From an optimization exercise on the open Yosys and OpenROAD flow, aimed at small area and a short achievable clock period; shortcuts taken in it are not production practice. In this exercise RTL edits were held to simulation tests only and were not proved equivalent to the original. No activity file was given, so power comes from the tool's default toggle rates.

==> flow/design.v <==
module APB_MASTER(
    input            PCLK, PRESETn,
    input            ST, WEN,
    input      [8:0] APB_WADRS, APB_RADRS,
    input      [7:0] APB_WDATA,
    input      [7:0] PRDATA,
    output reg [7:0] RHI, RLO,
    output reg [7:0] WHI, WLO,
    output reg [7:0] PWDATA,
    output reg       PSLVERR,
    output reg [7:0] APB_RDATA_OUT
);
reg setup;    
reg free;     
reg pwrite;   
reg aerr;     
reg rdacc;    
reg erracc;   
wire       take = PRESETn & ST & ~setup;
wire [8:0] adr  = WEN ? APB_WADRS : APB_RADRS;
always @(posedge PCLK)
begin
    setup  <= take;
    free   <= ~take;
end
always @(posedge PCLK)
begin
    pwrite <= WEN;
    aerr   <= |adr[8:6];
    RLO    <= 8'd1 << adr[2:0];
    RHI    <= (adr[7:6] == 2'b00) ? (8'd1 << adr[5:3]) : 8'd0;
    PWDATA <= (PWDATA & {8{setup}}) | (APB_WDATA & {8{free}});
end
wire go = PRESETn & setup;
always @(posedge PCLK)
begin
    rdacc  <= go & ~pwrite;
    erracc <= go & aerr;
    WHI    <= RHI & {8{go & pwrite}};
    WLO    <= RLO;
end
always @(posedge PCLK)
begin
    if (!PRESETn)
        APB_RDATA_OUT <= 8'd0;
    else if (rdacc)
        APB_RDATA_OUT <= PRDATA;
end
always @(posedge PCLK)
    PSLVERR <= PRESETn & ((setup & aerr) | erracc);
endmodule
module APB_SLAVE(
    input            PCLK, PRESETn,
    input      [7:0] RHI, RLO,
    input      [7:0] WHI, WLO,
    input      [7:0] PWDATA,
    output reg [7:0] PRDATA
);
reg [7:0] mem [0:63];
integer g, j;
always @(posedge PCLK)
begin
    for (g = 0; g < 8; g = g + 1)
        for (j = 0; j < 8; j = j + 1)
            if (PRESETn & WHI[g] & WLO[j])
                mem[8*g+j] <= PWDATA;
end
reg [7:0] grp [0:7];
reg [7:0] rd;
always @(*)
begin
    for (g = 0; g < 8; g = g + 1)
    begin
        grp[g] = 8'd0;
        for (j = 0; j < 8; j = j + 1)
            grp[g] = grp[g] | ({8{RLO[j]}} & mem[8*g+j]);
    end
    rd = 8'd0;
    for (g = 0; g < 8; g = g + 1)
        rd = rd | ({8{RHI[g]}} & grp[g]);
end
always @(posedge PCLK)
    PRDATA <= rd;
endmodule
module APB_TOP(
    input PCLK, PRESETn,
    input ST, WEN,
    input [8:0] APB_WADRS, APB_RADRS,
    input [7:0] APB_WDATA,
    output [7:0] APB_RDATA_OUT,
    output PSLVERR
);
    wire [7:0] RHI, RLO;    
    wire [7:0] WHI, WLO;    
    wire [7:0] PWDATA, PRDATA;
    APB_MASTER MASTER_INST (
        .PCLK(PCLK),
        .PRESETn(PRESETn),
        .ST(ST),
        .WEN(WEN),
        .APB_WADRS(APB_WADRS),
        .APB_RADRS(APB_RADRS),
        .APB_WDATA(APB_WDATA),
        .PRDATA(PRDATA),
        .RHI(RHI),
        .RLO(RLO),
        .WHI(WHI),
        .WLO(WLO),
        .PWDATA(PWDATA),
        .PSLVERR(PSLVERR),
        .APB_RDATA_OUT(APB_RDATA_OUT)
    );
    APB_SLAVE SLAVE_INST (
        .PCLK(PCLK),
        .PRESETn(PRESETn),
        .RHI(RHI),
        .RLO(RLO),
        .WHI(WHI),
        .WLO(WLO),
        .PWDATA(PWDATA),
        .PRDATA(PRDATA)
    );
endmodule
==> flow/flow/run.sh <==
#!/bin/bash
set -euo pipefail
sed "s|CLKGATE_MAP_FILE= |CLKGATE_MAP_FILE= MATCH_CELL_FOOTPRINT=0 'BUFFER_PORTS_ARGS=-buffer_cell sky130_fd_sc_hd__buf_2' |" standard.sh > own_standard.sh
grep -q MATCH_CELL_FOOTPRINT=0 own_standard.sh
bash own_standard.sh > own_flow.log 2>&1
==> flow/standard.sh <==
#!/bin/bash
# synth_recipe.tcl (not shown) runs the flow's synth.tcl, then flattens the netlist and writes it again
# the make line also repeats each setting of config.mk as NAME=value (left out here)
make -C /OpenROAD-flow-scripts/flow DESIGN_CONFIG=/design/flow/config.mk WORK_HOME=/design/flow/orfs CLKGATE_MAP_FILE= SYNTH_SCRIPT=/design/flow/synth_recipe.tcl "${@:-finish}"
==> flow/config.mk <==
export PLATFORM = sky130hd
export DESIGN_NAME = APB_TOP
export DESIGN_NICKNAME = APB_TOP
export VERILOG_FILES = /design/flow/design.v
export SDC_FILE = /design/flow/constraint.sdc
export NUM_CORES = 4
export LEC_CHECK = 0
export CAP_MARGIN = 20
export CORE_MARGIN = 2
export CORE_UTILIZATION = 40
export CTS_CLUSTER_DIAMETER = 80
export CTS_CLUSTER_SIZE = 25
export SETUP_SLACK_MARGIN = 1.0
export SLEW_MARGIN = 20
==> flow/constraint.sdc <==
create_clock -name core_clock -period 2.7 [get_ports {PCLK}]
set_input_delay 0.5400 -clock core_clock [delete_from_list [all_inputs] [get_ports {PCLK}]]
set_output_delay 0.5400 -clock core_clock [all_outputs]
set_load 0.01 [all_outputs]
==> results of run 1 <==
==> cells in the mapped netlist (all sizes together) <==
cell type  instances  area (um2)
nor3               2        10.0
or2                1        6.26
nand2              8        30.0
a22o               8        70.1
a21o               1        7.51
clkbuf            17        63.8
a22oi            288        2330
a32oi              2        17.5
o32ai              1        8.76
dfxtp             63        1260
nand2b             2        12.5
and3              66         413
nand4             72         450
inv                5        18.8
mux2i             10         100
nor2              23        86.3
and2               8        50.1
a31oi              2        12.5
edfxtp           512       15400
a21oi              2        10.0
buf               60         485
mux2               2        22.5
o32a               2        20.0
nor2b              8        50.1
==> per-layer routing <==
metal,track usage,up-vias
li1,-,4884
met1,0.273,5715
met2,0.288,488
met3,0.0352,66
met4,0.0589,4
met5,0,-
==> layout make-up <==
type,count,area [um2],area share
timing repair buffer,81,761,0.0329
sequential,575,16700,0.721
clock inverter,6,77.6,0.00335
clock buffer,46,821,0.0355
multi-input combinational,508,3920,0.169
tap,680,851,0.0368
inverter,5,18.8,0.000811
==> flip-flops by register name, summed over array words and instances, names as in the netlist <==
register	cells
MASTER_INST.APB_RDATA_OUT	8
MASTER_INST.PSLVERR	1
MASTER_INST.PWDATA	8
MASTER_INST.RHI	8
MASTER_INST.RLO	8
MASTER_INST.WHI	8
MASTER_INST.WLO	8
MASTER_INST.aerr	1
MASTER_INST.erracc	1
MASTER_INST.free	1
MASTER_INST.pwrite	1
MASTER_INST.rdacc	1
MASTER_INST.setup	1
SLAVE_INST.PRDATA	8
SLAVE_INST.mem	512
==> stage by stage <==
stage                     area [um2]  setup slack [ns]  utilization  instances  power [W]
after floorplan                20900              1.08            -       1165     0.0105
after global routing           23100             0.975        0.449       1901     0.0162
after CTS                      22900             0.939        0.445       1893     0.0158
after detailed placement       21700             0.473        0.421       1834     0.0110
after global placement         21700             0.510        0.421       1834     0.0109
final                          23100              1.01        0.449       1901     0.0158
==> how the worst min path moves through the flow <==
stage,end,cells past startpoint,from
2_1_floorplan,MASTER_INST.WLO[0],0,MASTER_INST.RLO[0]
3_3_place_gp,MASTER_INST.PSLVERR,1,MASTER_INST.erracc
3_5_place_dp,MASTER_INST.PSLVERR,1,MASTER_INST.erracc
4_1_cts,MASTER_INST.PWDATA[0],2,APB_WDATA[0]
5_1_grt,MASTER_INST.PWDATA[3],2,APB_WDATA[3]
6_report,MASTER_INST.PWDATA[0],2,APB_WDATA[0]
==> worst max-delay path: stages (launching register included) <==
cell and delay, ns:
dfxtp_4 0.42, buf_4 0.22, a22oi_1 0.32, nand4_1 0.19, a22oi_2 0.30, nand4_1 0.10
==> cells in the final DEF, fill, tap and decap left out, drive strengths merged <==
cell type,synthesis,final
clkinv,0,1
nand4,72,72
nor2,23,23
dfxtp,63,63
a32oi,2,2
mux2i,10,10
or2,1,1
a22oi,288,288
o32a,2,2
a21o,1,1
nor3,2,2
and2,8,8
inv,5,7
bufinv,0,1
clkinvlp,0,2
nand2,8,8
nand2b,2,2
edfxtp,512,512
buf,60,81
nor2b,8,8
o32ai,1,1
mux2,2,2
a31oi,2,2
a21oi,2,2
clkbuf,17,46
a22o,8,8
and3,66,66
==> what timing repair did <==
item                                   in CTS  in global routing
setup endpoints to repair                 132                  8
pin swaps                                  12                 14
endpoints found under the hold margin       0                  0
gates resized for setup                    44                 19
setup buffers                               7                  8
hold buffers                                0                  0
==> logic make-up after synthesis <==
kind of cell | share of synthesized area
muxes | 0.00586
DFF | 0.795
and+or+nand+nor | 0.0530
buffers and inverters | 0.0272
AOI/OAI and AO/OA | 0.119
==> power groups by stage <==
stage / Sequential, W / Clock (W) / Combinational (W)
floorplan: 0.0101 / 0 / 0.000428
global placement: 0.0102 / 0 / 0.000710
detailed placement: 0.0102 / 0 / 0.000722
CTS: 0.0100 / 0.00502 / 0.000797
global route: 0.00999 / 0.00531 / 0.000920
finish: 0.00997 / 0.00496 / 0.000864
==> flow_summary.json, run 1 <==
{
  "place_congestion": 0.796,
  "fin_nets": 1229,
  "internal_power_w": 0.0123,
  "power_frac_seq": 0.631,
  "crit_fanout": 19,
  "cts_buffer_depth": 3,
  "wl_met2_um": 23100,
  "r2r-start": "MASTER_INST.RLO[1]",
  "synth_nets": 1195,
  "p_comb_frac": 0.055,
  "worst_skew_pair.late_latency_ns": 0.60,
  "dr.pass1.iters": 5,
  "cts_root_buf": "clkbuf_16",
  "cts.clk_slew.worst_paths_ns": 0.09,
  "critPathLaunchType": "flip-flop",
  "port_buffers": 38,
  "drv_cap": 0,
  "switching_share": 0.221,
  "worst-setup-path-type": "reg2reg",
  "via_count": 11157,
  "fin_skew_ns": 0.0189,
  "grt_pass1_wl_um": 74200,
  "antennaDiodeCount": 0,
  "slew_headroom": 0.369,
  "hpwl_um": 31300,
  "rr_endpoint": "SLAVE_INST.PRDATA[4]",
  "grt_max_degree": 78,
  "cts_buffers": 28,
  "drt_iter0_markers": 1250,
  "rsz0062_at_grt": "no",
  "gr-usage-all-layers": 0.188,
  "status": "complete, no violations",
  "ant_nets": 0,
  "dieHeight_um": 233,
  "final_max_slew_viol_count": 0,
  "wl_per_cell_um": 26.9,
  "start_util": 0.406,
  "rr_worst_depth": 5,
  "finalCriticalPeriod_ns": 1.69,
  "syn_area_mm2": 0.0209,
  "drive_above_1_share": 0.178,
  "p_leak_nw": 7.24,
  "highest_layer": "met5",
  "p_per_area_mw_per_mm2": 683,
  "ir_worst_vdd_mv": 0.424,
  "cp_data_arrival_time_ns": 2.16,
  "tns_ns": 0,
  "htree_num_levels": 1,
  "die_area_mm2": 0.0541,
  "cp.required_ns": 3.18,
  "ys_seq_area_frac": 0.795,
  "worstHoldPathType": "in2reg",
  "io_pins": 39,
  "timing.hold.ws_ns": 0.155,
  "drt_wl_total_um": 51100,
  "tightest_slew_ns": 0.946,
  "grt_pass1_vias": 10884,
  "via_per_inst": 5.87,
  "rows": 83,
  "wirelength_met1_um": 21900,
  "syn_area_per_cell_um2": 18.0,
  "overflow": 0,
  "fill_cells": 4442,
  "drc": 0,
  "core_area_mm2": 0.0515,
  "antenna_found_initial": 2,
  "clock_sinks": 575,
  "wl_met3_um": 4520,
  "yosysWarnings": 4,
  "fmax_mhz": 592,
  "area_growth_pct": 10.6,
  "critPathLaunch": "MASTER_INST.RLO[1]",
  "syn_inst": 1165,
  "die_w_um": 233,
  "crit_path_end_kind": "flip-flop",
  "setup_viol": 0,
  "clkPwrFrac": 0.314,
  "period_share": 0.625,
  "ys_ff_latch": 575,
  "ff2ff_setup_slack_ns": 1.01,
  "cts_tree": "done",
  "endpoint": "SLAVE_INST.PRDATA[4]",
  "p_sw_w": 0.00348,
  "hold_viol": 0,
  "synth_cell_types": 28
}
==> inputs of run 2 (changes only) <==
--- a/flow/config.mk
+++ b/flow/config.mk
@@ -7,7 +7,7 @@
 export LEC_CHECK = 0
 export CAP_MARGIN = 20
 export CORE_MARGIN = 2
-export CORE_UTILIZATION = 40
+export CORE_UTILIZATION = 60
 export CTS_CLUSTER_DIAMETER = 80
 export CTS_CLUSTER_SIZE = 25
 export SETUP_SLACK_MARGIN = 1.0
==> flow_summary.json, run 2 <==
{
  "status": "complete, no violations",
  "cts_tree": "done",
  "grt_pass1_vias": 10699,
  "syn_area_mm2": 0.0209,
  "drt_wl_total_um": 52200,
  "slew_headroom": 0.446,
  "cts_hold_buffers": 0,
  "fill_cells": 2342,
  "worst_skew_pair.late_latency_ns": 0.58,
  "core_area_mm2": 0.0345,
  "ant_nets": 0,
  "cts_root_buf": "clkbuf_16",
  "fin_skew_ns": 0.0202,
  "cp_data_arrival_time_ns": 2.18,
  "synth-edff-count": 512,
  "synth_top_cell_area_share": 0.735,
  "worst-setup-path-type": "reg2reg",
  "htree_num_levels": 1,
  "worstHoldPathType": "in2reg",
  "ys_seq_area_frac": 0.795,
  "syn_inst": 1165,
  "area_growth_pct": 9.67,
  "period_share": 0.645,
  "syn_area_per_cell_um2": 18.0,
  "crit_fanout": 11,
  "critPathLaunchType": "flip-flop",
  "ys_ff_latch": 575,
  "final_max_slew_viol_count": 0,
  "cp.required_ns": 3.14,
  "setup_viol": 0,
  "top_register": "SLAVE_INST.mem",
  "rows": 68,
  "synth_cell_types": 28,
  "ir_worst_vdd_mv": 0.650,
  "antenna_found_initial": 2,
  "die_w_um": 191,
  "drv_cap": 0,
  "tns_ns": 0,
  "grt_max_degree": 66,
  "dr.pass1.iters": 5,
  "grt_pass1_wl_um": 75100,
  "finalCriticalPeriod_ns": 1.74,
  "ys.flop_type": "edfxtp_1",
  "synth_area_leader_cell": "edfxtp_1",
  "overflow": 0,
  "yosysWarnings": 4,
  "hpwl_um": 31800,
  "drt_iter0_markers": 1469,
  "pre_cts_slack_ns": 0.504,
  "fin_nets": 1252,
  "rsz0062_at_grt": "yes",
  "drc": 0,
  "layout_setup_ws_ns": 0.958,
  "cts_buffer_depth": 3,
  "layout_commonest_cell": "edfxtp_1",
  "p_leak_nw": 7.33,
  "place_congestion": 0.837,
  "via_per_inst": 6.69,
  "clock_sinks": 575,
  "gr-usage-all-layers": 0.291,
  "io_pins": 39,
  "finalPower_w": 0.0154,
  "tightest_slew_ns": 0.831,
  "p_per_area_mw_per_mm2": 672,
  "port_buffers": 38,
  "synth_area_leaders": "edfxtp_1 (74%), a22oi_1 (9.1%), dfxtp_1 (6.0%), nand4_1 (2.2%), a22oi_2 (2.0%)",
  "via_count": 11355,
  "synth_nets": 1195,
  "ys_top_cells_by_count": "edfxtp_1 (512), a22oi_1 (254), nand4_1 (72)",
  "crit_path_end_kind": "flip-flop",
  "largest_reg_flops": 512,
  "cts.clk_slew.worst_paths_ns": 0.09,
  "hold_viol": 0,
  "drive_above_1_share": 0.185,
  "wl_per_cell_um": 30.7,
  "die_area_mm2": 0.0364,
  "timing.hold.ws_ns": 0.172,
  "yosysMostFrequentCell": "edfxtp_1",
  "dieHeight_um": 191,
  "start_util": 0.607,
  "synthArstFlopShare": 0,
  "cts_buffers": 27,
  "final_cell_mix": "edfxtp_1 (512), a22oi_1 (217), nand4_1 (72)",
  "fmax_mhz": 574,
  "antennaDiodeCount": 0
}
==> run 2: layout make-up <==
| class | count | area [um2] | area share |
|---|---|---|---|
| tap | 455 | 569 | 0.0248 |
| timing repair buffer | 105 | 1000 | 0.0437 |
| inverter | 5 | 18.8 | 0.000818 |
| clock inverter | 6 | 36.3 | 0.00158 |
| clock buffer | 43 | 736 | 0.0321 |
| multi-input combinational | 508 | 3900 | 0.170 |
| sequential | 575 | 16700 | 0.727 |
==> run 2: where the power goes <==
group,switching [W],internal [W]
combinational,0.000590,0.000324
sequential,0.000183,0.00979
clock,0.00261,0.00191
==> run 2: stage by stage <==
step	instance area, um2	util	std cells
floorplan	20900	-	1165
global placement	21500	0.625	1616
detailed placement	21500	0.625	1616
CTS	22700	0.659	1683
global route	22900	0.666	1697
finish	22900	0.666	1697
==> run 2: cells by family (layout without fill, tap and decap cells) <==
logic type      after synthesis  in the layout  share of synthesized area
buf+inv                      82            159                     0.0272
simple gates                190            190                     0.0530
flops                       575            575                      0.795
compound gates              306            306                      0.119
mux                          12             12                    0.00586
==> run 2: routing by layer <==
layer  wire length [um]  share of wire  GRT usage  up-vias
met3               4840          0.093     0.0432       46
met1              22200           0.43      0.457     5809
met4                769          0.015     0.0498        0
met5                  0              0          0        -
li1                   -              -          -     4929
met2              24300           0.47      0.445      571
==> run 2: final timing paths <==
check,startpoint,endpoint,slack [ns],depth (start not counted)
worst max-delay path,MASTER_INST.RLO[1],SLAVE_INST.PRDATA[0],0.96,6
worst min-delay path,APB_WDATA[3],MASTER_INST.PWDATA[3],0.17,2
worst min register to register,MASTER_INST.erracc,MASTER_INST.PSLVERR,0.45,1
worst max register to register,MASTER_INST.RLO[1],SLAVE_INST.PRDATA[0],0.96,6
==> run 2: worst max-delay path: stages, from the launching register on <==
cell and delay [ns]:
dfxtp_4 0.40, buf_4 0.20, buf_4 0.17, a22oi_1 0.25, nand4_1 0.13, a22oi_1 0.32, nand4_1 0.13
==> run 2: repair_timing <==
| item | 4_1_cts | 5_1_grt |
|---|---|---|
| endpoints found under the hold margin | 0 | 0 |
| pin swaps | 8 | 18 |
| setup buffers | 18 | 14 |
| endpoints found under the setup margin | 72 | 15 |
| gates resized for setup | 36 | 22 |
==> inputs of run 3 (changes only) <==
==> flow/flow/run.sh (replaced) <==
#!/bin/bash
set -euo pipefail
sed "s|CLKGATE_MAP_FILE= |CLKGATE_MAP_FILE= MATCH_CELL_FOOTPRINT=0 'BUFFER_PORTS_ARGS=-buffer_cell sky130_fd_sc_hd__buf_2' 'CTS_ARGS=-sink_clustering_enable -repair_clock_nets -sink_clustering_size 25 -sink_clustering_max_diameter 80 -dont_use_dummy_load' |" standard.sh > own_standard.sh
grep -q MATCH_CELL_FOOTPRINT=0 own_standard.sh
bash own_standard.sh > own_flow.log 2>&1
--- a/flow/config.mk
+++ b/flow/config.mk
@@ -7,8 +7,6 @@
 export LEC_CHECK = 0
 export CAP_MARGIN = 20
 export CORE_MARGIN = 2
-export CORE_UTILIZATION = 60
-export CTS_CLUSTER_DIAMETER = 80
-export CTS_CLUSTER_SIZE = 25
+export CORE_UTILIZATION = 50
 export SETUP_SLACK_MARGIN = 1.0
 export SLEW_MARGIN = 20
==> flow_summary.json, run 3 <==
{
  "core_area_mm2": 0.0410,
  "cts_hold_buffers": 0,
  "ant_nets": 0,
  "hpwl_um": 31200,
  "synthArstFlopShare": 0,
  "synth_area_leaders": "edfxtp_1 (74%), a22oi_1 (9.1%), dfxtp_1 (6.0%), nand4_1 (2.2%), a22oi_2 (2.0%)",
  "dieHeight_um": 209,
  "syn_area_mm2": 0.0209,
  "start_util": 0.510,
  "dr.pass1.iters": 7,
  "final_cell_count_no_fill": 1733,
  "cts.clk_slew.worst_paths_ns": 0.10,
  "synth_nets": 1195,
  "crit_fanout": 32,
  "gr-usage-all-layers": 0.235,
  "antenna_found_initial": 4,
  "multi_input_area_mm2": 0.00386,
  "fill_cells": 3131,
  "worst-setup-path-type": "reg2reg",
  "yosysWarnings": 4,
  "syn_area_per_cell_um2": 18.0,
  "yosysMostFrequentCell": "edfxtp_1",
  "largest_reg_flops": 512,
  "ys.flop_type": "edfxtp_1",
  "tightest_slew_ns": 0.783,
  "wl_per_cell_um": 30.0,
  "syn_inst": 1165,
  "ys_seq_area_frac": 0.795,
  "top_register": "SLAVE_INST.mem",
  "cp_data_arrival_time_ns": 2.17,
  "rows": 74,
  "final-seq-area_mm2": 0.0167,
  "final_cell_mix": "edfxtp_1 (512), a22oi_1 (223), nand4_1 (72)",
  "crit_path_end_kind": "flip-flop",
  "drt_wl_total_um": 52100,
  "cts_root_buf": "clkbuf_16",
  "status": "complete, no violations",
  "die_area_mm2": 0.0435,
  "place_congestion": 0.822,
  "critPathLaunchType": "flip-flop",
  "die_w_um": 209,
  "via_count": 11304,
  "layout_commonest_cell": "edfxtp_1",
  "synth-edff-count": 512,
  "fmax_mhz": 581,
  "dp.cells": 1682,
  "worst_skew_pair.late_latency_ns": 0.58,
  "drv_cap": 0,
  "grt_pass1_wl_um": 74300,
  "ys_ff_latch": 575,
  "htree_num_levels": 1,
  "synth_cell_types": 28,
  "area_growth_pct": 8.66,
  "drt_iter0_markers": 1440,
  "grt_max_degree": 78,
  "p_leak_nw": 7.17,
  "setup_viol": 0,
  "cts_buffer_depth": 3,
  "synth_top_cell_area_share": 0.735,
  "cts_tree": "done",
  "period_share": 0.638,
  "via_per_inst": 6.52,
  "worstHoldPathType": "in2reg",
  "cts_buffers": 27,
  "ir_worst_vdd_mv": 0.443,
  "clock_sinks": 575,
  "port_buffers": 38,
  "overflow": 0,
  "p_per_area_mw_per_mm2": 668,
  "drive_above_1_share": 0.165,
  "rsz0062_at_grt": "yes",
  "tns_ns": 0,
  "finalCriticalPeriod_ns": 1.72,
  "drc": 0,
  "fin_util": 0.554,
  "slew_headroom": 0.478,
  "fin_skew_ns": 0.0275,
  "io_pins": 39,
  "synth_area_leader_cell": "edfxtp_1",
  "grt_pass1_vias": 10757,
  "cp.required_ns": 3.15,
  "fin_nets": 1232,
  "hold_viol": 0,
  "ys_top_cells_by_count": "edfxtp_1 (512), a22oi_1 (254), nand4_1 (72)",
  "final_max_slew_viol_count": 0
}
[run 3: worst max-delay path: stages (launching register included)]
cell and delay, ns:
dfxtp_4 0.41, clkbuf_16 0.24, a22oi_1 0.22, nand4_1 0.23, a22oi_2 0.34, nand4_1 0.13
[run 3: worst paths after layout]
check | startpoint | end | slack [ns] | cells past startpoint
worst max register to register | MASTER_INST.RLO[5] | SLAVE_INST.PRDATA[0] | 0.98 | 5
worst max-delay path | MASTER_INST.RLO[5] | SLAVE_INST.PRDATA[0] | 0.98 | 5
worst min register to register | MASTER_INST.erracc | MASTER_INST.PSLVERR | 0.44 | 1
worst min-delay path | APB_WDATA[2] | MASTER_INST.PWDATA[2] | 0.16 | 2
[run 3: cell families after synthesis]
group	Yosys count	share of synthesized area
AND/OR/NAND/NOR	190	0.0530
multiplexers	12	0.00586
buffers and inverters	82	0.0272
flip-flops	575	0.795
AO/OA/AOI/OAI	306	0.119
[run 3: power by group]
part	switching, W	internal, W	total (W)	leakage (nW)
registers	0.000200	0.00979	0.00999	5.13
logic	0.000560	0.000300	0.000861	1.71
clock network	0.00254	0.00179	0.00433	0.333
[run 3: per-stage QoR]
stage / power [W] / hold slack (ns) / setup slack (ns) / instance area (um2)
2_1_floorplan: 0.0105 / 0.351 / 1.08 / 20900
3_3_place_gp: 0.0110 / 0.417 / 0.587 / 21600
3_5_place_dp: 0.0110 / 0.419 / 0.567 / 21600
4_1_cts: 0.0152 / 0.143 / 0.994 / 22500
5_1_grt: 0.0156 / 0.149 / 0.983 / 22700
6_report: 0.0152 / 0.158 / 0.978 / 22700
[run 3: final cells by class]
cell class,instances,area share
diodes,1,0.000110
multi-input cells,508,0.170
flip-flops and latches,575,0.734
well taps,532,0.0293
repair buffers,85,0.0362
clock buffers,27,0.0297
inverters,5,0.000826
[run 3: timing repair]
action,4_1_cts,5_1_grt
setup buffers,10,11
gates cloned,0,2
gates resized for setup,23,22
pin swaps,4,15
endpoints found under the hold margin,0,0
endpoints found under the setup margin,8,48
[run 3: per-layer routing]
layer / global-route usage / routed length (um)
met5: 0 / 0
met2: 0.358 / 23900
met1: 0.355 / 22700
met3: 0.0368 / 4250
met4: 0.0650 / 1280
==> inputs of run 4 (changes only) <==
--- a/flow/config.mk
+++ b/flow/config.mk
@@ -7,6 +7,6 @@
 export LEC_CHECK = 0
 export CAP_MARGIN = 20
 export CORE_MARGIN = 2
-export CORE_UTILIZATION = 50
+export CORE_UTILIZATION = 40
 export SETUP_SLACK_MARGIN = 1.0
 export SLEW_MARGIN = 20
==> flow_summary.json, run 4 <==
{
  "status": "complete, no violations",
  "layout_commonest_cell": "edfxtp_1",
  "ys_seq_area_frac": 0.795,
  "timing.hold.ws_ns": 0.166,
  "final_max_slew_viol_count": 0,
  "worst_skew_pair.late_latency_ns": 0.60,
  "min_from": "APB_WDATA[0]",
  "antennaDiodeCount": 0,
  "tightest_slew_ns": 0.947,
  "die_w_um": 233,
  "layout_setup_ws_ns": 1.01,
  "final_cell_mix": "edfxtp_1 (512), a22oi_1 (215), a22oi_2 (73)",
  "fin_nets": 1227,
  "synth_area_leader_cell": "edfxtp_1",
  "yosys.area_share.simple": 0.0530,
  "yosysMostFrequentCell": "edfxtp_1",
  "setup_viol": 0,
  "grt_pass1_wl_um": 73900,
  "tns_ns": 0,
  "yosysWarnings": 4,
  "via_count": 11087,
  "core_area_mm2": 0.0515,
  "period_share": 0.625,
  "highest_layer": "met5",
  "io_pins": 39,
  "drv_cap": 0,
  "synth_top_cell_area_share": 0.735,
  "rsz0062_at_grt": "yes",
  "synth-edff-count": 512,
  "syn_area_mm2": 0.0209,
  "synthArstFlopShare": 0,
  "p_leak_nw": 7.14,
  "gr-usage-all-layers": 0.188,
  "place_congestion": 0.796,
  "worstHoldPathType": "in2reg",
  "fill_cells": 4457,
  "drive_above_1_share": 0.170,
  "ys.flop_type": "edfxtp_1",
  "wl_met2_um": 23100,
  "grt_pass1_vias": 10857,
  "wl_per_cell_um": 27.1,
  "clock_sinks": 575,
  "start_util": 0.406,
  "port_buffers": 38,
  "fin_skew_ns": 0.0353,
  "synth_top_family_by_area": "compound AO/OA/AOI/OAI gates",
  "overflow": 0,
  "dieHeight_um": 233,
  "finalCriticalPeriod_ns": 1.69,
  "ys_top_cells_by_count": "edfxtp_1 (512), a22oi_1 (254), nand4_1 (72)",
  "rr_endpoint": "SLAVE_INST.PRDATA[1]",
  "rr_worst_depth": 6,
  "largest_reg_flops": 512,
  "cts_tree": "done",
  "synth_area_leaders": "edfxtp_1 (74%), a22oi_1 (9.1%), dfxtp_1 (6.0%), nand4_1 (2.2%), a22oi_2 (2.0%)",
  "cts.clk_slew.worst_paths_ns": 0.10,
  "antenna_found_initial": 2,
  "drt_wl_total_um": 50800,
  "cts_buffers": 28,
  "cp_data_arrival_time_ns": 2.16,
  "dr.pass1.iters": 5,
  "p_per_area_mw_per_mm2": 667,
  "cts_root_buf": "clkbuf_16",
  "via_per_inst": 5.91,
  "wirelength_met1_um": 21900,
  "synth_nets": 1195,
  "critPathLaunchType": "flip-flop",
  "slew_headroom": 0.368,
  "hold_viol": 0,
  "ys_ff_latch": 575,
  "r2r-start": "MASTER_INST.RLO[4]",
  "pre_cts_slack_ns": 0.473,
  "crit_fanout": 10,
  "drt_iter0_markers": 1454,
  "area_growth_pct": 9.38,
  "crit_path_end_kind": "flip-flop",
  "synth_fa_ha_area_frac": 0,
  "synthMuxAreaShare": 0.00586,
  "worst-setup-path-type": "reg2reg",
  "min_path_cells": 2,
  "wl_met3_um": 4270,
  "syn_inst": 1165,
  "grt_max_degree": 78,
  "die_area_mm2": 0.0541,
  "drc": 0,
  "ir_worst_vdd_mv": 0.424,
  "synthXorXnorAreaFrac": 0,
  "rows": 83,
  "ant_nets": 0,
  "syn_area_per_cell_um2": 18.0,
  "cts_buffer_depth": 3,
  "fmax_mhz": 593,
  "synth_cell_types": 28,
  "synth-compound-area-share": 0.119,
  "cp.required_ns": 3.17,
  "htree_num_levels": 1,
  "cts_hold_buffers": 0,
  "ff2ff_setup_slack_ns": 1.01,
  "hpwl_um": 31300,
  "top_register": "SLAVE_INST.mem",
  "holdPathEnd": "MASTER_INST.PWDATA[0]"
}
==> run 4: changes by cell type in the layout (fill, tap and decap cells not counted), sizes merged <==
cell / change
buf: -3
clkbuf: -2
diode: -1
==> run 4: repair_timing <==
| action | in CTS | in global routing |
|---|---|---|
| pin swaps | 14 | 13 |
| buffers inserted | 8 | 5 |
| resized for setup | 48 | 12 |
| endpoints found under the setup margin | 132 | 8 |
==> run 4: worst max path at each step <==
stage                       startpoint  cells past startpoint              endpoint  slack [ns]
finish              MASTER_INST.RLO[4]                      6  SLAVE_INST.PRDATA[1]        1.01
global placement    MASTER_INST.RLO[0]                      5  SLAVE_INST.PRDATA[3]        0.51
floorplan                      PRESETn                      3  SLAVE_INST.mem[0][0]        1.08
global route        MASTER_INST.RLO[1]                      5  SLAVE_INST.PRDATA[5]        0.94
CTS                 MASTER_INST.RLO[3]                      5  SLAVE_INST.PRDATA[3]        0.97
detailed placement  MASTER_INST.RLO[0]                      5  SLAVE_INST.PRDATA[3]        0.47
==> run 4: cells by family after synthesis <==
| family | after synthesis |
|---|---|
| AND/OR/NAND/NOR | 190 |
| buffers and inverters | 82 |
| flip-flops | 575 |
| multiplexers | 12 |
| AO/OA/AOI/OAI | 306 |
==> run 4: power by group <==
group          switching (W)  internal [W]
Clock                0.00258       0.00185
Sequential          0.000190       0.00979
Combinational       0.000556      0.000287
Total                0.00332        0.0119
==> run 4: layer usage <==
| metal | global-route usage | vias to the layer above |
|---|---|---|
| met5 | 0 | - |
| met4 | 0.0599 | 4 |
| met3 | 0.0339 | 72 |
| met2 | 0.288 | 464 |
| met1 | 0.273 | 5693 |
| li1 | - | 4854 |
==> run 4: area by class of cell <==
type	instances	area (um2)	share of cell area
repair buffers	79	719	0.0314
inverters	5	18.8	0.000820
clock buffers	28	701	0.0306
well taps	680	851	0.0372
flip-flops and latches	575	16700	0.729
multi-input cells	508	3910	0.171
==> run 4: worst max-delay path, cell delays in order, from the launching register on <==
cell and delay, ns:
dfxtp_4 0.42, buf_4 0.15, buf_6 0.15, a22oi_1 0.23, nand4_1 0.25, a22oi_1 0.26
nand4_1 0.11
==> run 4: stage by stage <==
step / area, um2 / utilization / instances / power (W)
final: 22900 / 0.444 / 1875 / 0.0152
after global routing: 22900 / 0.444 / 1875 / 0.0156
after CTS: 22700 / 0.442 / 1870 / 0.0153
after detailed placement: 21700 / 0.421 / 1834 / 0.0110
after global placement: 21700 / 0.421 / 1834 / 0.0109
after floorplan: 20900 / - / 1165 / 0.0105
==> inputs of run 5 (changes only) <==
--- a/flow/config.mk
+++ b/flow/config.mk
@@ -5,6 +5,7 @@
 export SDC_FILE = /design/flow/constraint.sdc
 export NUM_CORES = 4
 export LEC_CHECK = 0
+export ABC_AREA = 1
 export CAP_MARGIN = 20
 export CORE_MARGIN = 2
 export CORE_UTILIZATION = 40
==> flow_summary.json, run 5 <==
{
  "syn_area_per_cell_um2": 11.6,
  "largest_reg_flops": 512,
  "hold_viol": 0,
  "synth_area_leaders": "edfxtp_1 (69%), nand2_1 (16%), dfxtp_1 (5.7%), nor2_1 (4.2%), buf_6 (2.3%)",
  "fin_nets": 2004,
  "cts_hold_buffers": 0,
  "setup_viol": 0,
  "antenna_found_initial": 0,
  "layout_setup_ws_ns": 1.02,
  "dr.pass1.iters": 6,
  "layout_commonest_cell": "nand2_1",
  "cp_data_arrival_time_ns": 1.90,
  "htree_num_levels": 1,
  "drc": 0,
  "gr-usage-all-layers": 0.183,
  "pre_cts_slack_ns": 0.530,
  "internal_power_w": 0.0119,
  "met3_usage": 0.0273,
  "via_per_inst": 4.84,
  "ys.flop_type": "edfxtp_1",
  "overflow": 0,
  "ys_ff_latch": 575,
  "die_area_mm2": 0.0574,
  "via_count": 13175,
  "period_share": 0.622,
  "grt_pass1_vias": 12976,
  "drv_cap": 0,
  "ys_seq_area_frac": 0.750,
  "grt_max_degree": 66,
  "synth-edff-count": 512,
  "crit_fanout": 8,
  "area_growth_pct": 8.33,
  "top_register": "SLAVE_INST.mem",
  "hpwl_um": 32900,
  "core_area_mm2": 0.0550,
  "cts_root_buf": "clkbuf_16",
  "p_leak_nw": 9.28,
  "path_buf_inv": 1,
  "cts.clk_slew.worst_paths_ns": 0.09,
  "rows": 86,
  "synthArstFlopShare": 0,
  "clock_sinks": 575,
  "final_max_slew_viol_count": 0,
  "yosysWarnings": 4,
  "synth_nets": 1949,
  "die_w_um": 240,
  "rsz0062_at_grt": "yes",
  "path_delay_family": "simple AND/OR/NAND/NOR gates",
  "yosysMostFrequentCell": "nand2_1",
  "cts_tree": "done",
  "dieHeight_um": 240,
  "crit_path_end_kind": "flip-flop",
  "syn_inst": 1919,
  "antennaDiodeCount": 0,
  "cts_buffers": 28,
  "grt-busiest-layer": "met2",
  "min_from": "APB_WDATA[6]",
  "power_frac_seq": 0.647,
  "status": "complete, no violations",
  "critPathLaunchType": "flip-flop",
  "synth_top_cell_area_share": 0.693,
  "use_met1": 0.257,
  "drt_iter0_markers": 1306,
  "r2r-start": "MASTER_INST.WLO[1]",
  "drive_above_1_share": 0.0857,
  "grt_use_met2": 0.300,
  "worst-setup-path-type": "reg2reg",
  "fin_skew_ns": 0.0729,
  "cts_buffer_depth": 3,
  "p_per_area_mw_per_mm2": 639,
  "ir_worst_vdd_mv": 0.497,
  "crit_path_cell_trace": "inv_1 -> nor2_1",
  "slew_headroom": 0.488,
  "place_congestion": 0.898,
  "max_stage_delay_ns": 0.63,
  "tns_ns": 0,
  "critPathLaunch": "MASTER_INST.WLO[1]",
  "tightest_slew_ns": 0.767,
  "ant_nets": 0,
  "final_cell_mix": "nand2_1 (952), edfxtp_1 (512), nor2_1 (236)",
  "synth_cell_types": 19,
  "cp.required_ns": 2.92,
  "worstHoldPathType": "in2reg",
  "wl_per_cell_um": 19.4,
  "worst_skew_pair.late_latency_ns": 0.62,
  "syn_area_mm2": 0.0222,
  "p_sw_w": 0.00345,
  "start_util": 0.404,
  "switching_share": 0.225,
  "grt_pass1_wl_um": 77800,
  "p_comb_frac": 0.066,
  "ys_top_cells_by_count": "nand2_1 (952), edfxtp_1 (512), nor2_1 (250)",
  "cp_slowest_cell": "nor2_1",
  "clkPwrFrac": 0.287,
  "finalCriticalPeriod_ns": 1.68,
  "drt_wl_total_um": 52800,
  "port_buffers": 38,
  "io_pins": 39,
  "fmax_mhz": 596,
  "synth_area_leader_cell": "edfxtp_1"
}
-- run 5: cell count changes in the layout (fill, tap and decap cells not counted), sizes merged, moves of 8 or more --
cell,previous run,this run
nand2,8,963
a22oi,288,0
nor2,23,250
nand4,72,0
and3,66,0
inv,5,34
buf,79,94
o21ai,0,15
mux2i,10,0
and2,8,0
nor2b,8,0
-- run 5: stage by stage --
stage	instances	total power [W]	hold WS, ns	util	cell area (um2)
6_report	2720	0.0154	0.131	0.437	24000
5_1_grt	2720	0.0159	0.124	0.437	24000
4_1_cts	2716	0.0154	0.109	0.435	23900
3_5_place_dp	2688	0.0112	0.404	0.422	23200
3_3_place_gp	2688	0.0111	0.407	0.422	23200
2_1_floorplan	1919	0.0107	0.351	-	22200
-- run 5: final timing paths --
check / to / slack [ns] / cells past startpoint
worst min-delay path: MASTER_INST.PWDATA[6] / 0.13 / 2
worst max-delay path: SLAVE_INST.mem[57][7] / 1.02 / 2
worst max register to register: SLAVE_INST.mem[57][7] / 1.02 / 2
worst min register to register: MASTER_INST.rdacc / 0.42 / 1
-- run 5: kinds of logic after synthesis --
family / synth area share
AND/OR/NAND/NOR: 0.207
flip-flops: 0.750
buffers and inverters: 0.0355
AO/OA/AOI/OAI: 0.00744
-- run 5: cell type report --
cell class | instances | area, um2
multi-input combinational | 1241 | 4800
fill | 5149 | 30900
tap | 748 | 936
clock buffer | 28 | 701
timing repair buffer | 94 | 788
inverter | 34 | 128
sequential | 575 | 16700
-- run 5: timing repair --
item                                    4_1_cts  5_1_grt
endpoints found under the setup margin       13       61
resized for setup                            17       16
endpoints found under the hold margin         0        0
pin swaps                                     0        0
buffers inserted                              0        4
cloned                                        0        0
-- run 5: metal layers --
layer / wire length (um) / part of all wire
met5: 0 / 0
met4: 1080 / 0.020
met3: 3570 / 0.068
met2: 24800 / 0.47
met1: 23400 / 0.44
-- run 5: power by group through the flow --
stage          Sequential, W  Combinational, W  Clock (W)
2_1_floorplan         0.0101          0.000562          0
3_5_place_dp          0.0102          0.000987          0
3_3_place_gp          0.0102          0.000978          0
5_1_grt              0.00996           0.00112    0.00478
4_1_cts              0.00996          0.000991    0.00449
6_report             0.00994           0.00102    0.00440
-- run 5: worst register-to-register path: stages (launching register included) --
cell and delay (ns):
dfxtp_1 0.32, inv_1 0.33, nor2_1 0.64
==> inputs of run 6 (changes only) <==
--- a/flow/config.mk
+++ b/flow/config.mk
@@ -5,9 +5,9 @@
 export SDC_FILE = /design/flow/constraint.sdc
 export NUM_CORES = 4
 export LEC_CHECK = 0
-export ABC_AREA = 1
 export CAP_MARGIN = 20
 export CORE_MARGIN = 2
 export CORE_UTILIZATION = 40
+export GPL_TIMING_DRIVEN = 0
 export SETUP_SLACK_MARGIN = 1.0
 export SLEW_MARGIN = 20
==> flow_summary.json, run 6 <==
{
  "status": "complete, no violations",
  "synthXorXnorAreaFrac": 0,
  "rr_endpoint": "SLAVE_INST.PRDATA[2]",
  "cp_data_arrival_time_ns": 2.35,
  "yosysMostFrequentCell": "edfxtp_1",
  "synth_cell_types": 28,
  "period_share": 0.721,
  "dp.cells": 1883,
  "yosys.area_share.simple": 0.0530,
  "final_cell_count_no_fill": 1915,
  "synthArstFlopShare": 0,
  "grt_max_degree": 66,
  "synth_top_family_by_area": "compound AO/OA/AOI/OAI gates",
  "via_per_inst": 5.90,
  "area_growth_pct": 10.4,
  "critPathLaunchType": "flip-flop",
  "ff2ff_setup_slack_ns": 0.75,
  "cts_buffers": 29,
  "synthMuxAreaShare": 0.00586,
  "r2r-start": "MASTER_INST.RLO[1]",
  "dieHeight_um": 233,
  "place_congestion": 0.888,
  "die_area_mm2": 0.0541,
  "synth_fa_ha_area_frac": 0,
  "fin_nets": 1267,
  "drv_cap": 0,
  "setup_viol": 0,
  "worstHoldPathType": "in2reg",
  "hold_viol": 0,
  "syn_area_mm2": 0.0209,
  "final_design_area_no_fill_mm2": 0.0231,
  "via_count": 11302,
  "holdPathEnd": "MASTER_INST.pwrite",
  "worst-setup-path-type": "reg2reg",
  "crit_path_end_kind": "flip-flop",
  "syn_inst": 1165,
  "post_dp_cell_area_mm2": 0.0220,
  "cts_tree": "done",
  "hpwl_um": 33600,
  "ys_top_cells_by_count": "edfxtp_1 (512), a22oi_1 (254), nand4_1 (72)",
  "drt_wl_total_um": 51000,
  "overflow": 0,
  "io_pins": 39,
  "layout_commonest_cell": "edfxtp_1",
  "final_max_slew_viol_count": 0,
  "clock_sinks": 575,
  "cp.required_ns": 3.10,
  "antenna_found_initial": 3,
  "slew_headroom": 0.486,
  "min_from": "WEN",
  "ys_seq_area_frac": 0.795,
  "synth-edff-count": 512,
  "cts_buffer_depth": 3,
  "wl_per_cell_um": 26.6,
  "synth-compound-area-share": 0.119,
  "tns_ns": 0,
  "fin_skew_ns": 0.0620,
  "ir_worst_vdd_mv": 0.559,
  "syn_area_per_cell_um2": 18.0,
  "finalPower_w": 0.0153,
  "synth_top_cell_area_share": 0.735,
  "top_register": "SLAVE_INST.mem",
  "cts_hold_buffers": 0,
  "yosysWarnings": 4,
  "worst_skew_pair.late_latency_ns": 0.61,
  "finalCriticalPeriod_ns": 1.95,
  "rsz0062_at_grt": "yes",
  "crit_fanout": 8,
  "gr-usage-all-layers": 0.187,
  "core_area_mm2": 0.0515,
  "ant_nets": 0,
  "rows": 83,
  "ys_ff_latch": 575,
  "grt_pass1_vias": 10903,
  "p_leak_nw": 7.27,
  "grt_pass1_wl_um": 73500,
  "die_w_um": 233,
  "tightest_slew_ns": 0.772,
  "final_cell_mix": "edfxtp_1 (512), a22oi_1 (209), a22oi_2 (79)",
  "htree_num_levels": 1,
  "min_path_cells": 1,
  "synth_nets": 1195,
  "p_per_area_mw_per_mm2": 664,
  "cts.clk_slew.worst_paths_ns": 0.10,
  "port_buffers": 37,
  "drt_iter0_markers": 1247,
  "rr_worst_depth": 6,
  "synth_area_leaders": "edfxtp_1 (74%), a22oi_1 (9.1%), dfxtp_1 (6.0%), nand4_1 (2.2%), a22oi_2 (2.0%)",
  "fmax_mhz": 513,
  "largest_reg_flops": 512,
  "ys.flop_type": "edfxtp_1",
  "drc": 0,
  "start_util": 0.406,
  "cts_root_buf": "clkbuf_16",
  "drive_above_1_share": 0.186,
  "synth_area_leader_cell": "edfxtp_1",
  "antennaDiodeCount": 0,
  "dr.pass1.iters": 5
}
==> run 6: cell count changes in the layout (fill, tap and decap cells not counted), moves of 11 or more <==
cell,before,now
nor2_2,14,0
nand2_1,952,8
buf_2,37,49
o21ai_0,15,0
nand2_2,11,0
nor2_1,236,23
a22oi_2,0,79
inv_1,34,5
buf_6,8,32
nand4_1,0,72
a22oi_1,0,209
and3_1,0,63
buf_4,37,12
clkbuf_1,0,16
==> run 6: kinds of logic after synthesis <==
| group | Yosys count |
|---|---|
| compound gates | 306 |
| buf+inv | 82 |
| mux | 12 |
| flops | 575 |
| simple gates | 190 |
==> run 6: repair_timing <==
item / in CTS / in global routing
pin swaps: 31 / 17
gates resized for setup: 83 / 11
buffers inserted: 2 / 0
endpoints found under the setup margin: 38 / 18
cloned: 1 / 0
endpoints found under the hold margin: 0 / 0
==> run 6: worst max path at each step <==
stage | startpoint | to | slack (ns) | cells after the start
2_1_floorplan | PRESETn | SLAVE_INST.mem[0][0] | 1.08 | 3
3_3_place_gp | MASTER_INST.PWDATA[3] | SLAVE_INST.mem[20][3] | 0.01 | 0
3_5_place_dp | PRESETn | SLAVE_INST.mem[19][4] | 0.38 | 3
4_1_cts | MASTER_INST.RLO[5] | SLAVE_INST.PRDATA[2] | 0.81 | 6
5_1_grt | MASTER_INST.RLO[1] | SLAVE_INST.PRDATA[2] | 0.74 | 6
6_report | MASTER_INST.RLO[1] | SLAVE_INST.PRDATA[2] | 0.75 | 6
==> run 6: final cells by class <==
| cell class | instances | area (um2) |
|---|---|---|
| inverters | 5 | 18.8 |
| clock buffers | 29 | 726 |
| multi-input cells | 508 | 3940 |
| fillers | 4428 | 28400 |
| well taps | 680 | 851 |
| repair buffers | 41 | 253 |
| plain buffers | 77 | 634 |
| flip-flops and latches | 575 | 16700 |
==> run 6: metrics by stage <==
| step | utilization | setup WS (ns) | hold slack, ns |
|---|---|---|---|
| finish | 0.448 | 0.752 | 0.0966 |
| global route | 0.448 | 0.740 | 0.0806 |
| CTS | 0.447 | 0.810 | 0.0829 |
| detailed placement | 0.427 | 0.378 | 0.355 |
| global placement | 0.426 | 0.0127 | 0.355 |
| floorplan | - | 1.08 | 0.351 |
==> run 6: critical path, cell delays in order, from the launching register on <==
cell       delay (ns)
dfxtp_2          0.36
buf_12           0.16
clkbuf_16        0.16
a22oi_2          0.19
nand4_1          0.22
a22oi_2          0.37
nand4_1          0.26
==> run 6: power breakdown <==
group / switching, W / internal, W
clock network: 0.00258 / 0.00191
logic: 0.000539 / 0.000292
registers: 0.000231 / 0.00980
==> run 6: layer usage <==
layer,share of wire,track usage
met5,0,0
met1,0.44,0.272
met3,0.068,0.0308
met2,0.47,0.293
met4,0.026,0.0500
==> inputs of run 7 (changes only) <==
--- a/flow/config.mk
+++ b/flow/config.mk
@@ -5,9 +5,9 @@
 export SDC_FILE = /design/flow/constraint.sdc
 export NUM_CORES = 4
 export LEC_CHECK = 0
+export ABC_CLOCK_PERIOD_IN_PS = 1500
 export CAP_MARGIN = 20
 export CORE_MARGIN = 2
 export CORE_UTILIZATION = 40
-export GPL_TIMING_DRIVEN = 0
 export SETUP_SLACK_MARGIN = 1.0
 export SLEW_MARGIN = 20
==> flow_summary.json, run 7 <==
{
  "timing.hold.ws_ns": 0.166,
  "crit_path_cell_trace": "buf_4 -> buf_6 -> a22oi_1 -> nand4_1 -> a22oi_1 -> nand4_1",
  "rr_worst_depth": 6,
  "tightest_slew_ns": 0.947,
  "setup_viol": 0,
  "place_congestion": 0.796,
  "grt_pass1_wl_um": 73900,
  "crit_path_end_kind": "flip-flop",
  "antenna_found_initial": 2,
  "cts_buffer_depth": 3,
  "cts_root_buf": "clkbuf_16",
  "die_area_mm2": 0.0541,
  "worst-setup-path-type": "reg2reg",
  "gr-usage-all-layers": 0.188,
  "drc": 0,
  "via_per_inst": 5.91,
  "synth-edff-count": 512,
  "synth_cell_types": 28,
  "p_leak_nw": 7.14,
  "final_max_slew_viol_count": 0,
  "area_growth_pct": 9.38,
  "min_from": "APB_WDATA[0]",
  "wl_per_cell_um": 27.1,
  "overflow": 0,
  "tns_ns": 0,
  "synth_area_leader_cell": "edfxtp_1",
  "antennaDiodeCount": 0,
  "drt_wl_total_um": 50800,
  "slew_headroom": 0.368,
  "cp_data_arrival_time_ns": 2.16,
  "syn_area_per_cell_um2": 18.0,
  "layout_commonest_cell": "edfxtp_1",
  "port_buffers": 38,
  "period_share": 0.625,
  "synth_area_leaders": "edfxtp_1 (74%), a22oi_1 (9.1%), dfxtp_1 (6.0%), nand4_1 (2.2%), a22oi_2 (2.0%)",
  "grt_pass1_vias": 10857,
  "cts_buffers": 28,
  "largest_reg_flops": 512,
  "drt_iter0_markers": 1454,
  "dp.cells": 1834,
  "synthArstFlopShare": 0,
  "hpwl_um": 31300,
  "cp.required_ns": 3.17,
  "rows": 83,
  "r2r-start": "MASTER_INST.RLO[4]",
  "drv_cap": 0,
  "dieHeight_um": 233,
  "via_count": 11087,
  "min_path_cells": 2,
  "fin_util": 0.444,
  "io_pins": 39,
  "crit_fanout": 10,
  "start_util": 0.406,
  "hold_viol": 0,
  "rr_endpoint": "SLAVE_INST.PRDATA[1]",
  "die_w_um": 233,
  "yosysMostFrequentCell": "edfxtp_1",
  "cts.clk_slew.worst_paths_ns": 0.10,
  "fin_skew_ns": 0.0353,
  "holdPathEnd": "MASTER_INST.PWDATA[0]",
  "htree_num_levels": 1,
  "dr.pass1.iters": 5,
  "grt_max_degree": 78,
  "ys_seq_area_frac": 0.795,
  "status": "complete, no violations",
  "cp_slowest_cell": "dfxtp_4",
  "fin_nets": 1227,
  "fmax_mhz": 593,
  "core_area_mm2": 0.0515,
  "post_dp_cell_area_mm2": 0.0217,
  "critPathLaunchType": "flip-flop",
  "final_design_area_no_fill_mm2": 0.0229,
  "yosysWarnings": 4,
  "ir_worst_vdd_mv": 0.424,
  "max_stage_delay_ns": 0.42,
  "ant_nets": 0,
  "final_cell_mix": "edfxtp_1 (512), a22oi_1 (215), a22oi_2 (73)",
  "drive_above_1_share": 0.170,
  "finalCriticalPeriod_ns": 1.69,
  "syn_area_mm2": 0.0209,
  "synth_nets": 1195,
  "worst_skew_pair.late_latency_ns": 0.60,
  "cts_hold_buffers": 0,
  "syn_inst": 1165,
  "top_register": "SLAVE_INST.mem",
  "ff2ff_setup_slack_ns": 1.01,
  "rsz0062_at_grt": "yes",
  "synth_top_cell_area_share": 0.735,
  "ys_top_cells_by_count": "edfxtp_1 (512), a22oi_1 (254), nand4_1 (72)",
  "cts_tree": "done",
  "clock_sinks": 575,
  "final_cell_count_no_fill": 1875,
  "p_per_area_mw_per_mm2": 667,
  "ys.flop_type": "edfxtp_1",
  "worstHoldPathType": "in2reg",
  "ys_ff_latch": 575
}
run 7: timing repair:
item                       in CTS  in global routing
gates resized for setup        48                 12
pin swaps                      14                 13
setup endpoints to repair     132                  8
hold endpoints to repair        0                  0
buffers inserted                8                  5
run 7: layout make-up:
| class | instances | area, um2 |
|---|---|---|
| clock buffer | 28 | 701 |
| fill | 4457 | 28600 |
| inverter | 5 | 18.8 |
| multi-input combinational | 508 | 3910 |
| sequential | 575 | 16700 |
| tap | 680 | 851 |
| timing repair buffer | 79 | 719 |
run 7: where the power goes:
part	leakage (nW)	switching (W)	total [W]	internal [W]
registers	5.13	0.000190	0.00998	0.00979
clock network	0.345	0.00258	0.00442	0.00185
logic	1.66	0.000556	0.000842	0.000287
total	7.14	0.00332	0.0152	0.0119
run 7: logic make-up after synthesis:
logic type / count (synthesis) / synth area share
buf+inv: 82 / 0.0272
flops: 575 / 0.795
compound gates: 306 / 0.119
simple gates: 190 / 0.0530
mux: 12 / 0.00586
run 7: worst max-delay path by stage:
stage	from	to	slack, ns
finish	MASTER_INST.RLO[4]	SLAVE_INST.PRDATA[1]	1.01
global route	MASTER_INST.RLO[1]	SLAVE_INST.PRDATA[5]	0.94
detailed placement	MASTER_INST.RLO[0]	SLAVE_INST.PRDATA[3]	0.47
CTS	MASTER_INST.RLO[3]	SLAVE_INST.PRDATA[3]	0.97
global placement	MASTER_INST.RLO[0]	SLAVE_INST.PRDATA[3]	0.51
floorplan	PRESETn	SLAVE_INST.mem[0][0]	1.08
run 7: worst max-delay path: cells and delay by family, from the launching register on:
| family | cells | cell delay, ns |
|---|---|---|
| flip-flops | 1 | 0.42 |
| buffers and inverters | 2 | 0.30 |
| AND/OR/NAND/NOR | 2 | 0.36 |
| AO/OA/AOI/OAI | 2 | 0.49 |
run 7: through the flow:
| step | total power [W] | setup slack [ns] |
|---|---|---|
| after detailed placement | 0.0110 | 0.473 |
| after CTS | 0.0153 | 0.968 |
| after floorplan | 0.0105 | 1.08 |
| after global placement | 0.0109 | 0.510 |
| final | 0.0152 | 1.01 |
| after global routing | 0.0156 | 0.935 |
run 7: layer usage:
metal,GRT usage,share of wire,vias up
met4,0.0599,0.031,4
met5,0,0.00067,-
li1,-,-,4854
met2,0.288,0.45,464
met3,0.0339,0.084,72
met1,0.273,0.43,5693
==> inputs of run 8 (changes only) <==
==> flow/config.mk (replaced) <==
export PLATFORM = sky130hd
export DESIGN_NAME = APB_TOP
export DESIGN_NICKNAME = APB_TOP
export VERILOG_FILES = /design/flow/design.v
export SDC_FILE = /design/flow/constraint.sdc
export NUM_CORES = 4
export LEC_CHECK = 0
export CAP_MARGIN = 20
export CORE_MARGIN = 2
export CORE_UTILIZATION = 40
export SETUP_SLACK_MARGIN = 0.5
export SLEW_MARGIN = 20
==> flow_summary.json, run 8 <==
{
  "syn_area_mm2": 0.0209,
  "cp_data_arrival_time_ns": 2.58,
  "power_frac_seq": 0.661,
  "worst_skew_pair.late_latency_ns": 0.59,
  "cts.clk_slew.worst_paths_ns": 0.08,
  "grt_use_met2": 0.279,
  "grt-busiest-layer": "met2",
  "via_per_inst": 5.90,
  "pre_cts_slack_ns": 0.473,
  "drc": 0,
  "ys_ff_latch": 575,
  "hpwl_um": 31300,
  "final_max_slew_viol_count": 0,
  "wl_per_cell_um": 26.6,
  "clock_sinks": 575,
  "fin_skew_ns": 0.0325,
  "overflow": 0,
  "final_cell_mix": "edfxtp_1 (512), a22oi_1 (253), nand4_1 (72)",
  "internal_power_w": 0.0119,
  "cts_tree": "done",
  "worstHoldPathType": "in2reg",
  "die_area_mm2": 0.0541,
  "ir_worst_vdd_mv": 0.422,
  "rr_endpoint": "SLAVE_INST.PRDATA[4]",
  "grt_max_degree": 78,
  "p_leak_nw": 7.01,
  "min_path_cells": 2,
  "fin_util": 0.435,
  "tightest_slew_ns": 0.973,
  "crit_fanout": 34,
  "period_share": 0.787,
  "dr.pass1.iters": 5,
  "fin_nets": 1214,
  "slew_headroom": 0.351,
  "dieHeight_um": 233,
  "grt_pass1_vias": 10728,
  "rows": 83,
  "antenna_found_initial": 0,
  "drv_cap": 0,
  "yosysMostFrequentCell": "edfxtp_1",
  "gr-usage-all-layers": 0.183,
  "start_util": 0.406,
  "p_comb_frac": 0.048,
  "area_growth_pct": 7.20,
  "ys_top_cells_by_count": "edfxtp_1 (512), a22oi_1 (254), nand4_1 (72)",
  "fill_cells": 4506,
  "synth_nets": 1195,
  "htree_num_levels": 1,
  "holdPathEnd": "MASTER_INST.PWDATA[5]",
  "top_register": "SLAVE_INST.mem",
  "synth_area_leaders": "edfxtp_1 (74%), a22oi_1 (9.1%), dfxtp_1 (6.0%), nand4_1 (2.2%), a22oi_2 (2.0%)",
  "cts_buffers": 28,
  "finalPower_w": 0.0152,
  "place_congestion": 0.796,
  "min_from": "APB_WDATA[5]",
  "worst-setup-path-type": "reg2reg",
  "io_pins": 39,
  "layout_setup_ws_ns": 0.574,
  "drive_above_1_share": 0.125,
  "core_area_mm2": 0.0515,
  "crit_path_end_kind": "flip-flop",
  "p_sw_w": 0.00328,
  "status": "complete, no violations",
  "synthArstFlopShare": 0,
  "ys_seq_area_frac": 0.795,
  "drt_wl_total_um": 49500,
  "layout_commonest_cell": "edfxtp_1",
  "port_buffers": 38,
  "grt_pass1_wl_um": 72300,
  "timing.hold.ws_ns": 0.171,
  "cts_root_buf": "clkbuf_16",
  "switching_share": 0.216,
  "met3_usage": 0.0338,
  "ys.flop_type": "edfxtp_1",
  "syn_area_per_cell_um2": 18.0,
  "die_w_um": 233,
  "cp.required_ns": 3.16,
  "drt_iter0_markers": 1280,
  "r2r-start": "MASTER_INST.RLO[3]",
  "setup_viol": 0,
  "use_met1": 0.266,
  "via_count": 10986,
  "hold_viol": 0,
  "critPathLaunchType": "flip-flop",
  "tns_ns": 0,
  "syn_inst": 1165,
  "synth_cell_types": 28,
  "largest_reg_flops": 512,
  "synth-edff-count": 512,
  "cts_buffer_depth": 3,
  "ant_nets": 0,
  "synth_area_leader_cell": "edfxtp_1",
  "finalCriticalPeriod_ns": 2.13,
  "ff2ff_setup_slack_ns": 0.57,
  "p_per_area_mw_per_mm2": 677,
  "rr_worst_depth": 5,
  "clkPwrFrac": 0.292,
  "yosysWarnings": 4,
  "fmax_mhz": 470,
  "synth_top_cell_area_share": 0.735,
  "rsz0062_at_grt": "no"
}
run 8: power by group through the flow:
stage	registers (W)	logic (W)	clock network [W]
CTS	0.0100	0.000723	0.00447
global placement	0.0102	0.000710	0
detailed placement	0.0102	0.000722	0
finish	0.0100	0.000723	0.00442
global route	0.0100	0.000779	0.00474
floorplan	0.0101	0.000428	0
run 8: worst max-delay path by stage:
| stage | endpoint | start | depth (start not counted) |
|---|---|---|---|
| after floorplan | SLAVE_INST.mem[0][0] | PRESETn | 3 |
| after CTS | SLAVE_INST.PRDATA[4] | MASTER_INST.RLO[0] | 5 |
| after detailed placement | SLAVE_INST.PRDATA[3] | MASTER_INST.RLO[0] | 5 |
| after global routing | SLAVE_INST.PRDATA[1] | MASTER_INST.RLO[0] | 5 |
| after global placement | SLAVE_INST.PRDATA[3] | MASTER_INST.RLO[0] | 5 |
| final | SLAVE_INST.PRDATA[4] | MASTER_INST.RLO[3] | 5 |
run 8: worst max-delay path, stage by stage, from the launching register on:
cell and delay (ns):
dfxtp_2 0.55, buf_4 0.39, a22oi_2 0.25, nand4_1 0.16, a22oi_1 0.49, nand4_1 0.14
run 8: what timing repair did:
item	in CTS	in global routing
setup buffers	0	0
hold buffers	0	0
resized for setup	1	0
setup endpoints to repair	1	0
run 8: cell type report:
cell class	instances	area, um2	share of cell area
timing repair buffer	66	475	0.0212
tap	680	851	0.0380
inverter	5	18.8	0.000837
antenna	1	2.50	0.000112
clock buffer	28	701	0.0313
multi-input combinational	508	3710	0.166
sequential	575	16700	0.743
run 8: logic make-up after synthesis:
logic type	share of synthesized area
buffers and inverters	0.0272
AOI/OAI and AO/OA	0.119
and+or+nand+nor	0.0530
DFF	0.795
muxes	0.00586
run 8: per-layer routing:
layer / vias up / share of wire
li1: 4825 / -
met1: 5646 / 0.44
met2: 454 / 0.45
met3: 61 / 0.080
met4: 0 / 0.029
met5: - / 0
run 8: per-stage QoR:
| step | cells | area (um2) |
|---|---|---|
| floorplan | 1165 | 20900 |
| CTS | 1862 | 22400 |
| global route | 1862 | 22400 |
| finish | 1863 | 22400 |
| global placement | 1834 | 21700 |
| detailed placement | 1834 | 21700 |
==> inputs of run 9 (changes only) <==
--- a/flow/config.mk
+++ b/flow/config.mk
@@ -8,5 +8,5 @@
 export CAP_MARGIN = 20
 export CORE_MARGIN = 2
 export CORE_UTILIZATION = 40
-export SETUP_SLACK_MARGIN = 0.5
+export SETUP_SLACK_MARGIN = 1.15
 export SLEW_MARGIN = 20
==> flow_summary.json, run 9 <==
{
  "p_per_area_mw_per_mm2": 649,
  "tns_ns": 0,
  "yosysMostFrequentCell": "edfxtp_1",
  "tightest_slew_ns": 0.750,
  "worst_skew_pair.late_latency_ns": 0.59,
  "fill_cells": 4456,
  "met3_usage": 0.0385,
  "layout_setup_ws_ns": 1.02,
  "drv_cap": 0,
  "ys_seq_area_frac": 0.795,
  "largest_reg_flops": 512,
  "synth_area_leader_cell": "edfxtp_1",
  "pre_cts_slack_ns": 0.570,
  "layout_commonest_cell": "edfxtp_1",
  "yosysWarnings": 4,
  "finalCriticalPeriod_ns": 1.68,
  "path_delay_family": "compound AO/OA/AOI/OAI gates",
  "fmax_mhz": 596,
  "path_buf_inv": 1,
  "final_cell_mix": "edfxtp_1 (512), a22oi_1 (169), a22oi_2 (119)",
  "cp.required_ns": 3.16,
  "drive_above_1_share": 0.260,
  "via_per_inst": 5.97,
  "ff2ff_setup_slack_ns": 1.02,
  "drt_iter0_markers": 1221,
  "fin_nets": 1252,
  "port_buffers": 38,
  "die_w_um": 233,
  "syn_inst": 1165,
  "overflow": 0,
  "use_met1": 0.290,
  "period_share": 0.621,
  "fin_skew_ns": 0.0275,
  "via_count": 11344,
  "drc": 0,
  "grt_max_degree": 59,
  "area_growth_pct": 12.6,
  "worstHoldPathType": "in2reg",
  "worst-setup-path-type": "reg2reg",
  "hpwl_um": 31100,
  "synth_top_cell_area_share": 0.735,
  "die_area_mm2": 0.0541,
  "status": "complete, no violations",
  "final_max_slew_viol_count": 0,
  "cts.clk_slew.worst_paths_ns": 0.10,
  "grt-busiest-layer": "met2",
  "gr-usage-all-layers": 0.202,
  "setup_viol": 0,
  "syn_area_mm2": 0.0209,
  "antenna_found_initial": 4,
  "ys.flop_type": "edfxtp_1",
  "top_register": "SLAVE_INST.mem",
  "synth-edff-count": 512,
  "ys_ff_latch": 575,
  "clock_sinks": 575,
  "synth_nets": 1195,
  "cts_buffer_depth": 3,
  "crit_fanout": 13,
  "synth_cell_types": 28,
  "dieHeight_um": 233,
  "rsz0062_at_grt": "yes",
  "grt_pass1_wl_um": 78700,
  "cts_buffers": 27,
  "drt_wl_total_um": 54200,
  "p_leak_nw": 7.32,
  "wl_per_cell_um": 28.5,
  "cp_common_cell": "nand4_1",
  "hold_viol": 0,
  "ant_nets": 0,
  "crit_path_cell_trace": "clkbuf_16 -> a22oi_1 -> nand4_1 -> a22oi_2 -> nand4_1",
  "grt_use_met2": 0.315,
  "htree_num_levels": 1,
  "cp_slowest_cell": "dfxtp_4",
  "rows": 83,
  "max_stage_delay_ns": 0.44,
  "core_area_mm2": 0.0515,
  "syn_area_per_cell_um2": 18.0,
  "place_congestion": 0.814,
  "cp_data_arrival_time_ns": 2.13,
  "critPathLaunchType": "flip-flop",
  "synthArstFlopShare": 0,
  "cts_root_buf": "clkbuf_16",
  "io_pins": 39,
  "cts_hold_buffers": 0,
  "start_util": 0.406,
  "synth_area_leaders": "edfxtp_1 (74%), a22oi_1 (9.1%), dfxtp_1 (6.0%), nand4_1 (2.2%), a22oi_2 (2.0%)",
  "cts_tree": "done",
  "crit_path_end_kind": "flip-flop",
  "slew_headroom": 0.500,
  "ir_worst_vdd_mv": 0.394,
  "ys_top_cells_by_count": "edfxtp_1 (512), a22oi_1 (254), nand4_1 (72)",
  "grt_pass1_vias": 11198,
  "dr.pass1.iters": 5
}
run 9: cell counts after synthesis:
Identical to the previous run, type by type.
run 9: power breakdown:
group	internal, W	switching (W)
Sequential	0.00979	0.000170
Combinational	0.000343	0.000649
Clock	0.00178	0.00254
run 9: layout make-up:
class                      count  area, um2  area share
inverter                       5       18.8    0.000797
clock buffer                  27        676      0.0287
multi-input combinational    508       4180       0.177
timing repair buffer         105       1110      0.0474
tap                          680        851      0.0361
antenna                        1       2.50    0.000106
sequential                   575      16700       0.710
run 9: worst reg2reg max path: cells and delay by family (launching register included):
family	cells	cell delay (ns)
and+or+nand+nor	2	0.34
AOI/OAI and AO/OA	2	0.52
buffers and inverters	1	0.24
DFF	1	0.44
run 9: per-layer routing:
metal	wire, um	vias to the layer above	part of all wire
met5	13	-	0.00024
met4	1380	2	0.026
met3	4690	72	0.087
met2	25000	517	0.46
met1	23000	5839	0.43
li1	-	4914	-
run 9: repair_timing:
action	CTS	global route
buffers inserted	29	4
endpoints found under the setup margin	278	24
gates resized for setup	106	31
cloned	8	1
pin swaps	28	27
run 9: per-stage QoR:
stage / cell area (um2) / util / hold slack, ns / total power [W] / std cells
after floorplan: 21000 / - / 0.351 / 0.0105 / 1165
after global placement: 21800 / 0.423 / 0.434 / 0.0110 / 1831
after detailed placement: 21800 / 0.423 / 0.421 / 0.0110 / 1831
after CTS: 23400 / 0.453 / 0.129 / 0.0153 / 1895
after global routing: 23500 / 0.457 / 0.139 / 0.0157 / 1900
final: 23500 / 0.457 / 0.156 / 0.0153 / 1901
run 9: path summary, 6_finish.rpt:
check / start / cells past startpoint / endpoint
max: MASTER_INST.RLO[1] / 5 / SLAVE_INST.PRDATA[1]
min: APB_WDATA[3] / 2 / MASTER_INST.PWDATA[3]
min reg2reg: MASTER_INST.erracc / 1 / MASTER_INST.PSLVERR
max reg2reg: MASTER_INST.RLO[1] / 5 / SLAVE_INST.PRDATA[1]
run 9: cells by family after synthesis:
family	count (synthesis)	share of synthesized area
simple gates	190	0.0530
compound gates	306	0.119
buf+inv	82	0.0272
flops	575	0.795
mux	12	0.00586

## static timing again, ports no longer ideal
How much do the figures lean on ideal ports? The routed layouts below were timed once more, with nothing changed but the port constraints. Step 1 assumes that a clkbuf_16 drives the clock port and a buf_2 every other input. Step 2 also shifts input and output timing later by t, the mid clock arrival at the registers, as if the neighbouring blocks saw the same clock. Slacks: ideal ports / drivers / drivers and shift; pairs: ideal ports / drivers.
run	t (ns)	setup slack, ns	hold slack, ns
run 1	0.643	1.012 / 1.012 / 0.829	0.155 / 0.125 / 0.413
run 2	0.628	0.958 / 0.958 / 0.601	0.172 / 0.139 / 0.449
run 3	0.629	0.978 / 0.978 / 0.825	0.158 / 0.126 / 0.442
run 4	0.633	1.013 / 1.013 / 0.827	0.166 / 0.136 / 0.413
run 5	0.637	1.021 / 0.995 / 0.522	0.131 / 0.100 / 0.420
run 6	0.638	0.752 / 0.752 / 0.442	0.097 / 0.063 / 0.355
run 7	0.633	1.013 / 1.013 / 0.827	0.166 / 0.136 / 0.413
run 8	0.631	0.574 / 0.574 / 0.574	0.171 / 0.144 / 0.454
run 9	0.628	1.023 / 1.020 / 0.705	0.156 / 0.128 / 0.450
After both steps setup and hold are still met in every run listed. For run 5, which loses most, drivers alone change the setup slack by -0.026 ns; drivers and shift together by -0.499 ns.
